This design comes from an exercise in tuning for small area and a short achievable clock period on the open sky130 flow, not from production work.
The RTL was checked by simulation tests, not by an equivalence proof against the original design.
Power and IR drop assume default switching activity.

trial 39:
## FIR_Filter_16tap
module FIR_Filter_16tap #(parameter N = 16)(
    input clk, reset, enable,
    input [N-1:0] data_in,
    output [31:0] data_out
);
  wire clr = reset | ~enable;
  wire clrn = ~clr;
  reg [15:0] x1;
  reg [15:0] x2;
  reg [15:0] x3;
  reg [15:0] xn4;
  reg [15:0] xn5;
  reg [15:0] xn6;
  reg [15:0] xn7;
  reg [15:0] xn8;
  reg [15:0] xn9;
  reg [15:0] xn10;
  reg [15:0] x11;
  reg [15:0] x12;
  reg [15:0] x13;
  reg [15:0] x14;
  reg [15:0] x15;
  reg [15:0] x16;
  reg [24:0] y1, C;
  wire [24:0] y1n = ~y1;
  wire t1;
  wire t2;
  wire t3;
  wire t4;
  wire t5;
  wire t6;
  wire t7;
  wire t8;
  wire t9;
  wire t10;
  wire t11;
  wire t12;
  wire t13;
  wire t14;
  wire t15;
  wire t16;
  wire t17;
  wire t18;
  wire t19;
  wire t20;
  wire t21;
  wire t22;
  wire t23;
  wire t24;
  wire t25;
  wire t26;
  wire t27;
  wire t28;
  wire t29;
  wire t30;
  wire t31;
  wire t32;
  wire t33;
  wire t34;
  wire t35;
  wire t36;
  wire t37;
  wire t38;
  wire t39;
  wire t40;
  wire t41;
  wire t42;
  wire t43;
  wire t44;
  wire t45;
  wire t46;
  wire t47;
  wire t48;
  wire t49;
  wire t50;
  wire t51;
  wire t52;
  wire t53;
  wire t54;
  wire t55;
  wire t56;
  wire t57;
  wire t58;
  wire t59;
  wire t60;
  wire t61;
  wire t62;
  wire t63;
  wire t64;
  wire t65;
  wire t66;
  wire t67;
  wire t68;
  wire t69;
  wire t70;
  wire t71;
  wire t72;
  wire t73;
  wire t74;
  wire t75;
  wire t76;
  wire t77;
  wire t78;
  wire t79;
  wire t80;
  wire t81;
  wire t82;
  wire t83;
  wire t84;
  wire t85;
  wire t86;
  wire t87;
  wire t88;
  wire t89;
  wire t90;
  wire t91;
  wire t92;
  wire t93;
  wire t94;
  wire t95;
  wire t96;
  wire t97;
  wire t98;
  wire t99;
  wire t100;
  wire t101;
  wire t102;
  wire t103;
  wire t104;
  wire t105;
  wire t106;
  ...
For scale: ~1,700 cells after synthesis, ~310 flip-flops, roughly 0.017 mm² of cells after synthesis.
==> flow/config.mk <==
export PLATFORM = sky130hd
export DESIGN_NAME = FIR_Filter_16tap
export DESIGN_NICKNAME = FIR_Filter_16tap
export VERILOG_FILES = /design/flow/design.v
export SDC_FILE = /design/flow/constraint.sdc
export NUM_CORES = 4
export LEC_CHECK = 0
export CAP_MARGIN = 20
export CORE_MARGIN = 2
export CORE_UTILIZATION = 40
export SLEW_MARGIN = 20
==> flow/constraint.sdc <==
create_clock -name core_clock -period 16.0 [get_ports {clk}]
set_input_delay 3.2000 -clock core_clock [delete_from_list [all_inputs] [get_ports {clk}]]
set_output_delay 3.2000 -clock core_clock [all_outputs]
set_load 0.01 [all_outputs]
standard.sh (not shown) runs the stock make flow with config.mk's settings and CLKGATE_MAP_FILE= SYNTH_SCRIPT=/design/flow/synth_recipe.tcl, a recipe that flattens the netlist after the stock synthesis.
==> flow/flow/run.sh <==
#!/bin/bash
set -e
cp standard.sh synth_recipe.tcl config.mk flow/ 2>/dev/null || true
bash standard.sh > standard.log 2>&1
==> flow/flow/synth_recipe.tcl <==
proc synth {args} { yosys synth -nofsm -noshare {*}$args }
source $::env(SCRIPTS_DIR)/synth.tcl
# left out here: clear keep_hierarchy, flatten, clean up, hide names made inside functions, write 1_2_yosys.v
==> flow/flow/config.mk <==
export PLATFORM = sky130hd
export DESIGN_NAME = FIR_Filter_16tap
export DESIGN_NICKNAME = bench
export VERILOG_FILES = /design/flow/design.v
export SDC_FILE = /design/flow/constraint.sdc
export NUM_CORES = 4
export LEC_CHECK = 0
export CAP_MARGIN = 20
export CORE_MARGIN = 2
export CORE_UTILIZATION = 40
export SLEW_MARGIN = 20
==> flow/flow/standard.sh <==
#!/bin/bash
# The standard flow's own layout of this design, on the ORFS make targets given (by default finish). After
# finish it leaves the final layout's DEF at /design/flow/out/final.def.
set -euo pipefail
make -C /OpenROAD-flow-scripts/flow DESIGN_CONFIG=/design/flow/config.mk WORK_HOME=/design/flow/orfs CLKGATE_MAP_FILE= SYNTH_SCRIPT=/design/flow/synth_recipe.tcl CAP_MARGIN=20 CORE_MARGIN=2 CORE_UTILIZATION=40 SLEW_MARGIN=20 "${@:-finish}"
if [[ -f /design/flow/orfs/results/sky130hd/FIR_Filter_16tap/base/6_final.odb ]]; then
  : # left out here: write the final layout as DEF
fi
Input changes introduced in build 33 (baseline for comparison: trial 39):
==> flow/run.sh (new file) <==
#!/bin/bash
# synth_recipe.tcl (not shown) runs the flow's synth.tcl, then flattens the netlist and writes it again
# the make line also repeats each setting of config.mk as NAME=value (left out here)
make -C /OpenROAD-flow-scripts/flow DESIGN_CONFIG=/design/flow/config.mk WORK_HOME=/design/flow/orfs CLKGATE_MAP_FILE= SYNTH_SCRIPT=/design/flow/synth_recipe.tcl finish
removed: flow/flow/run.sh
removed: flow/flow/synth_recipe.tcl
removed: flow/flow/config.mk
removed: flow/flow/standard.sh
removed: flow/standard.sh
==> notes.md <==
Build 33 -> trial 39: design area delta 0, exact match. Number of buffers added for setup after CTS came out exactly the same in trial 39 and build 33. Re final critical-path setup slack: no difference whatsoever between build 33 and trial 39. Net switching share of the total power came out exactly the same in trial 39 and build 33. On per-instance average area after synthesis, trial 39 and build 33 are basically level. First-iteration DRC count came out exactly the same in trial 39 and build 33. Highest clock frequency the design can meet: build 33 vs trial 39 identical. Comparing build 33 against trial 39, there is no change at all in routed via count. The share of total power in the clock network was comparable across trial 39 and build 33. Reported for trial 39 and build 33, wire length turned out identical to the last digit. Post-route total power came out exactly the same in trial 39 and build 33.

Setup of red:
Starting RTL as in the previous note.
export LEC_CHECK = 0
export CAP_MARGIN = 20
export CORE_MARGIN = 2
export CORE_UTILIZATION = 60
export CTS_BUF_LIST = sky130_fd_sc_hd__clkbuf_4
export SLEW_MARGIN = 20
create_clock -name core_clock -period 16.0 [get_ports {clk}]
==> flow/flow/run.sh <==
#!/bin/bash
# Layout flow: the standard flow, plus
#  - after synthesis, flow/fixpol.py removes the inverters Yosys leaves
#    between full adders (a full adder is self-dual, so each fa cell can work
#    on complemented signals); the logic function is unchanged;
#  - timing repair aims at a tighter setup margin than the 16 ns clock needs,
#    and ports are buffered with buf_2 cells.
set -euo pipefail
MARGIN=${MARGIN:-11}
R=orfs/results/sky130hd/FIR_Filter_16tap/base
bash standard.sh synth > make_synth.log 2>&1
python3 flow/fixpol.py $R/1_2_yosys.v > fixpol.log 2>&1
touch $R/1_2_yosys.v
bash standard.sh finish SETUP_SLACK_MARGIN=$MARGIN "BUFFER_PORTS_ARGS=-buffer_cell sky130_fd_sc_hd__buf_2" > make_finish.log 2>&1
==> flow/flow/fixpol.py <==
#!/usr/bin/env python3
"""Remove inverters around full adders in a mapped sky130hd netlist.

A full adder is self-dual: FA(~a,~b,~c) = (~cout, ~sum).  Yosys' extract_fa
often leaves inverters between adders; this picks, for every fa cell, whether
it works on true or complemented signals so that as few inverters as
possible remain.  The logic function of the netlist is unchanged.
usage: fixpol.py netlist.v  (rewritten in place)
"""
import re, sys, os, collections, random

path = sys.argv[1]
text = open(path).read()
m = re.search(r'^module\s.*?^endmodule', text, re.S | re.M)
body = m.group(0)

cell_re = re.compile(r'^\s*(sky130_fd_sc_hd__\w+)\s+(\S+)\s*\((.*?)\);\s*$', re.S | re.M)
pin_re = re.compile(r'\.(\w+)\(\s*(.*?)\s*\)\s*(?:,|$)', re.S)
OUTPINS = {'X', 'Y', 'Q', 'Q_N', 'SUM', 'COUT', 'HI', 'LO'}

cells = []
for cm in cell_re.finditer(body):
    typ, name, pins = cm.group(1), cm.group(2), cm.group(3)
    pl = [(p, n.strip()) for p, n in pin_re.findall(pins.strip())]
    cells.append([typ, name, pl, cm.start(), cm.end()])

assigns = [(a.start(), a.end(), a.group(1).strip(), a.group(2).strip())
           for a in re.finditer(r'^\s*assign\s+(.*?)\s*=\s*(.*?)\s*;\s*$', body, re.M)]
ports = set()
for pm in re.finditer(r'^\s*(?:input|output|inout)\s+(?:\[[^\]]*\]\s*)?(.*?);', body, re.M):
    for n in pm.group(1).split(','):
        ports.add(n.strip())
def is_port(net):
    base = net.split('[')[0].strip()
    return base in ports or net in ports

inv_of = {}                      # inverter output net -> input net
inv_cells = set()
for i, c in enumerate(cells):
    if re.match(r'sky130_fd_sc_hd__inv_\d+$', c[0]):
        d = dict(c[2])
        if is_port(d['Y']):
            continue             # keep: drives a port
        inv_of[d['Y']] = d['A']
        inv_cells.add(i)

def resolve(n):
    pol = 0
    while n in inv_of:
        n = inv_of[n]; pol ^= 1
    return n, pol

driver_fa = {}                   # root net -> fa cell index
fas = [i for i, c in enumerate(cells) if re.match(r'sky130_fd_sc_hd__fa_\d+$', c[0])]
for i in fas:
    for p, n in cells[i][2]:
        if p in ('SUM', 'COUT'):
            driver_fa[n] = i

# consumers: (cell index or None, pin index or assign idx, root, pol, is_fa)
cons = []
for i, c in enumerate(cells):
    if i in inv_cells: continue
    isfa = i in driver_fa.values() or c[0].startswith('sky130_fd_sc_hd__fa_')
    for k, (p, n) in enumerate(c[2]):
        if p in OUTPINS: continue
        if not n or n.startswith("1'") or n.startswith("'"): continue
        r, pol = resolve(n)
        cons.append(('c', i, k, r, pol, isfa))
for k, (s, e, lhs, rhs) in enumerate(assigns):
    if rhs.startswith("1'") or rhs.startswith('{'): continue
    r, pol = resolve(rhs)
    cons.append(('a', k, None, r, pol, False))

flip = collections.defaultdict(int)
by_root = collections.defaultdict(list)
by_cell = collections.defaultdict(list)
for ci, cn in enumerate(cons):
    by_root[cn[3]].append(ci)
    if cn[0] == 'c' and cn[5]: by_cell[cn[1]].append(ci)

def parity(ci):
    kind, i, k, r, pol, isfa = cons[ci]
    p = pol ^ (flip[driver_fa[r]] if r in driver_fa else 0)
    if isfa: p ^= flip[i]
    return p
def root_cost(r):
    return 1 if any(parity(ci) for ci in by_root[r]) else 0
def fa_roots(i):
    rs = set(cons[ci][3] for ci in by_cell[i])
    for p, n in cells[i][2]:
        if p in ('SUM', 'COUT'): rs.add(n)
    return rs
def total():
    return sum(root_cost(r) for r in by_root)

before = total()
rng = random.Random(1)
roots_of = {i: fa_roots(i) for i in fas}
def delta(i):
    rs = roots_of[i]
    c0 = sum(root_cost(r) for r in rs)
    flip[i] ^= 1
    c1 = sum(root_cost(r) for r in rs)
    flip[i] ^= 1
    return c1 - c0
def greedy():
    improved = True
    while improved:
        improved = False
        for i in fas:
            if delta(i) < 0:
                flip[i] ^= 1; improved = True
greedy()
cur = total(); best = cur; bestflip = dict(flip)
if fas:
    T = 2.0
    steps = int(os.environ.get("FIXPOL_STEPS", "1000")) * len(fas)
    for step in range(steps):
        T = 2.0 * (1 - step / steps) + 0.05
        i = rng.choice(fas)
        d = delta(i)
        if d <= 0 or rng.random() < pow(2.718, -d / T):
            flip[i] ^= 1; cur += d
            if cur < best:
                best = cur; bestflip = dict(flip)
    flip.clear(); flip.update(bestflip)
    greedy()
after = total()

# rewrite
invnet = {}
newcells = []
def comp(r):
    if r not in invnet:
        invnet[r] = '_fixpol_%d_' % len(invnet)
    return invnet[r]
pinrep = {}
for ci, cn in enumerate(cons):
    kind, i, k, r, pol, isfa = cn
    net = comp(r) if parity(ci) else r
    pinrep[(kind, i, k)] = net

out = []
pos = 0
edits = []
for i, c in enumerate(cells):
    if i in inv_cells:
        edits.append((c[3], c[4], ''))
        continue
    pl = []
    for k, (p, n) in enumerate(c[2]):
        pl.append((p, pinrep.get(('c', i, k), n)))
    s = '  %s %s (\n%s\n  );' % (c[0], c[1], ',\n'.join('    .%s(%s)' % (p, n if not n.startswith('\\') else n + ' ') for p, n in pl))
    edits.append((c[3], c[4], s))
for k, (s, e, lhs, rhs) in enumerate(assigns):
    if ('a', k, None) in pinrep:
        n = pinrep[('a', k, None)]
        edits.append((s, e, '  assign %s = %s;' % (lhs, n if not n.startswith('\\') else n + ' ')))
edits.sort()
nb = []
for s, e, rep in edits:
    nb.append(body[pos:s]); nb.append(rep); pos = e
nb.append(body[pos:])
nb = ''.join(nb)
decl = ''.join('  wire %s;\n' % w for w in invnet.values())
invs = ''.join('  sky130_fd_sc_hd__inv_1 _fixpol_inv_%d_ (\n    .A(%s),\n    .Y(%s)\n  );\n' % (j, r if not r.startswith('\\') else r + ' ', w) for j, (r, w) in enumerate(invnet.items()))
nb = nb.replace('endmodule', decl + invs + 'endmodule')
# declarations must come before use for some readers: insert after the port list
hdr_end = nb.index(');') + 2
nb = nb[:hdr_end] + '\n' + decl + nb[hdr_end:].replace(decl + invs + 'endmodule', invs + 'endmodule')
open(path, 'w').write(text[:m.start()] + nb + text[m.end():])
print('fixpol: fa %d, inverters %d -> %d' % (len(fas), len(inv_cells), len(invnet)), file=sys.stderr)
Changes in blue relative to red:
- removing CTS_BUF_LIST (formerly sky130_fd_sc_hd__clkbuf_4)
- changing CORE_UTILIZATION from 60 to 40
--- a/flow/flow/fixpol.py
+++ b/flow/flow/fixpol.py
@@ -8,5 +8,5 @@
 usage: fixpol.py netlist.v  (rewritten in place)
 """
-import re, sys, os, collections, random
+import re, sys, collections, random
 
 path = sys.argv[1]
@@ -96,35 +96,15 @@
 
 before = total()
-rng = random.Random(1)
-roots_of = {i: fa_roots(i) for i in fas}
-def delta(i):
-    rs = roots_of[i]
-    c0 = sum(root_cost(r) for r in rs)
-    flip[i] ^= 1
-    c1 = sum(root_cost(r) for r in rs)
-    flip[i] ^= 1
-    return c1 - c0
-def greedy():
-    improved = True
-    while improved:
-        improved = False
-        for i in fas:
-            if delta(i) < 0:
-                flip[i] ^= 1; improved = True
-greedy()
-cur = total(); best = cur; bestflip = dict(flip)
-if fas:
-    T = 2.0
-    steps = int(os.environ.get("FIXPOL_STEPS", "1000")) * len(fas)
-    for step in range(steps):
-        T = 2.0 * (1 - step / steps) + 0.05
-        i = rng.choice(fas)
-        d = delta(i)
-        if d <= 0 or rng.random() < pow(2.718, -d / T):
-            flip[i] ^= 1; cur += d
-            if cur < best:
-                best = cur; bestflip = dict(flip)
-    flip.clear(); flip.update(bestflip)
-    greedy()
+random.seed(1)
+improved = True
+while improved:
+    improved = False
+    for i in fas:
+        rs = fa_roots(i)
+        c0 = sum(root_cost(r) for r in rs)
+        flip[i] ^= 1
+        c1 = sum(root_cost(r) for r in rs)
+        if c1 < c0: improved = True
+        else: flip[i] ^= 1
 after = total()
 
[summary]
Side by side, global routing usage on met1 turned out lower in blue than in red.
Comparing blue and red, final core utilization is lower on blue.
Going from red to blue, total routed wirelength grows by about 2%.
blue has minimum setup slack after placement below what red had.
Diff red -> blue | count of H-tree levels built during CTS | decrease of 1
For final cell count, dividing the value from blue by the value from red gives 1.10.
blue vs red — area occupied by multi-input gates climbed slightly
Setup changes, blue to green
- CORE_UTILIZATION now 60, was 40
--- a/flow/flow/run.sh
+++ b/flow/flow/run.sh
@@ -7,5 +7,5 @@
 #    and ports are buffered with buf_2 cells.
 set -euo pipefail
-MARGIN=${MARGIN:-11}
+MARGIN=${MARGIN:-11.5}
 R=orfs/results/sky130hd/FIR_Filter_16tap/base
 bash standard.sh synth > make_synth.log 2>&1
--- a/flow/flow/fixpol.py
+++ b/flow/flow/fixpol.py
@@ -8,5 +8,5 @@
 usage: fixpol.py netlist.v  (rewritten in place)
 """
-import re, sys, collections, random
+import re, sys, os, collections, random
 
 path = sys.argv[1]
@@ -96,15 +96,35 @@
 
 before = total()
-random.seed(1)
-improved = True
-while improved:
-    improved = False
-    for i in fas:
-        rs = fa_roots(i)
-        c0 = sum(root_cost(r) for r in rs)
-        flip[i] ^= 1
-        c1 = sum(root_cost(r) for r in rs)
-        if c1 < c0: improved = True
-        else: flip[i] ^= 1
+rng = random.Random(1)
+roots_of = {i: fa_roots(i) for i in fas}
+def delta(i):
+    rs = roots_of[i]
+    c0 = sum(root_cost(r) for r in rs)
+    flip[i] ^= 1
+    c1 = sum(root_cost(r) for r in rs)
+    flip[i] ^= 1
+    return c1 - c0
+def greedy():
+    improved = True
+    while improved:
+        improved = False
+        for i in fas:
+            if delta(i) < 0:
+                flip[i] ^= 1; improved = True
+greedy()
+cur = total(); best = cur; bestflip = dict(flip)
+if fas:
+    T = 2.0
+    steps = int(os.environ.get("FIXPOL_STEPS", "1000")) * len(fas)
+    for step in range(steps):
+        T = 2.0 * (1 - step / steps) + 0.05
+        i = rng.choice(fas)
+        d = delta(i)
+        if d <= 0 or rng.random() < pow(2.718, -d / T):
+            flip[i] ^= 1; cur += d
+            if cur < best:
+                best = cur; bestflip = dict(flip)
+    flip.clear(); flip.update(bestflip)
+    greedy()
 after = total()
 
--- outcome ---
blue fits on a die that is larger than the die of green. green ends up with a clock network latency to the later pin of the worst-skew pair that is 0.03 ns lower than in blue. Synthesized area per cell: green higher than blue. The run with more routed wire is blue, not green.
The inputs of orange differ from those of green as listed below.
- CTS_CLUSTER_SIZE now 30, previously not set
- CTS_BUF_LIST now sky130_fd_sc_hd__clkbuf_8, previously not set
--- a/flow/flow/run.sh
+++ b/flow/flow/run.sh
@@ -7,5 +7,5 @@
 #    and ports are buffered with buf_2 cells.
 set -euo pipefail
-MARGIN=${MARGIN:-11.5}
+MARGIN=${MARGIN:-11}
 R=orfs/results/sky130hd/FIR_Filter_16tap/base
 bash standard.sh synth > make_synth.log 2>&1
- Result for green and orange: all clean
- Compared orange vs green, and sequential share of layout area is up in orange.
- The sequential cell area was comparable across green and orange.
- orange vs green — design area dropped by a few percent
- Met3 routed wirelength (higher): orange
- Cmp green and orange / minimum period implied by the final worst setup slack / higher: green
- Higher routed wire length goes to green over orange.
- The worst slew margin relative to its limit number comes out lower for orange vs green.
- For green, the critical path's slowest cell was or4_4, unlike orange, where it was fa_1.
- Final design utilization | orange below green
- Re horizontal extent of the die: no difference whatsoever between green and orange.
- Looking only at routed length per placed instance, and setting everything else aside, the higher value of green and orange goes to green.
- Re combinational group share of total power: green and orange aren't equal, and the lower value belongs to green.
What purple does differently from orange at the input level:
- CTS_CLUSTER_SIZE removed (was 30)
- CTS_BUF_LIST removed (was sky130_fd_sc_hd__clkbuf_8)
### Flow results
Clock network power (purple vs. orange) increases by more than a quarter. purple reports a lower total of clock buffers placed in the layout than orange does. There was hardly any difference in total routing usage reported by global routing between purple and orange. purple against orange: depth of the worst hold-timing path has remained practically unchanged, worst-case reg-to-reg path depth shows a reduction of 1, end-of-flow core utilization grew by 1.4 points, sequential share of layout area lost 0.60 points, fmax decreased by about 0.6% relative to the old numbers. purple against orange: count of buffers not belonging to the clock network in the layout climbed 1; post-route met1 wirelength now sits higher; overall power now larger.

==> re-timing with driven ports <==
No port has a modelled driver above. Below, the same layouts with a new extraction and two added sets of constraints. Step 1, drivers: a clkbuf_16 drives clk and a buf_2 each remaining input, both assumed. Step 2 moves the port delays by t, midway between the first and last clock arrival at a register: inputs arrive t later, outputs are due t later. That takes back most of the time a late clock gives input paths. Three values: ideal, step 1, step 2; two values: the first two.
| run | shift t [ns] | setup slack, ns | latest minus earliest clock arrival (ns) |
|---|---|---|---|
| trial 39 | 0.619 | 9.575 / 9.607 / 8.988 | 0.012 / 0.013 |
| build 33 | 0.619 | 9.575 / 9.607 / 8.988 | 0.012 / 0.013 |
| red | 0.713 | 10.815 / 10.820 / 10.107 | 0.083 / 0.083 |
| blue | 0.579 | 10.756 / 10.764 / 10.185 | 0.030 / 0.029 |
| green | 0.551 | 10.667 / 10.677 / 10.125 | 0.023 / 0.023 |
| orange | 0.607 | 10.763 / 10.773 / 10.166 | 0.038 / 0.038 |
| purple | 0.558 | 10.731 / 10.744 / 10.186 | 0.013 / 0.013 |
After both steps every run listed still meets setup and hold. The setup slack of red, which loses most, moves by +0.005 ns with the drivers and by -0.708 ns with both steps.
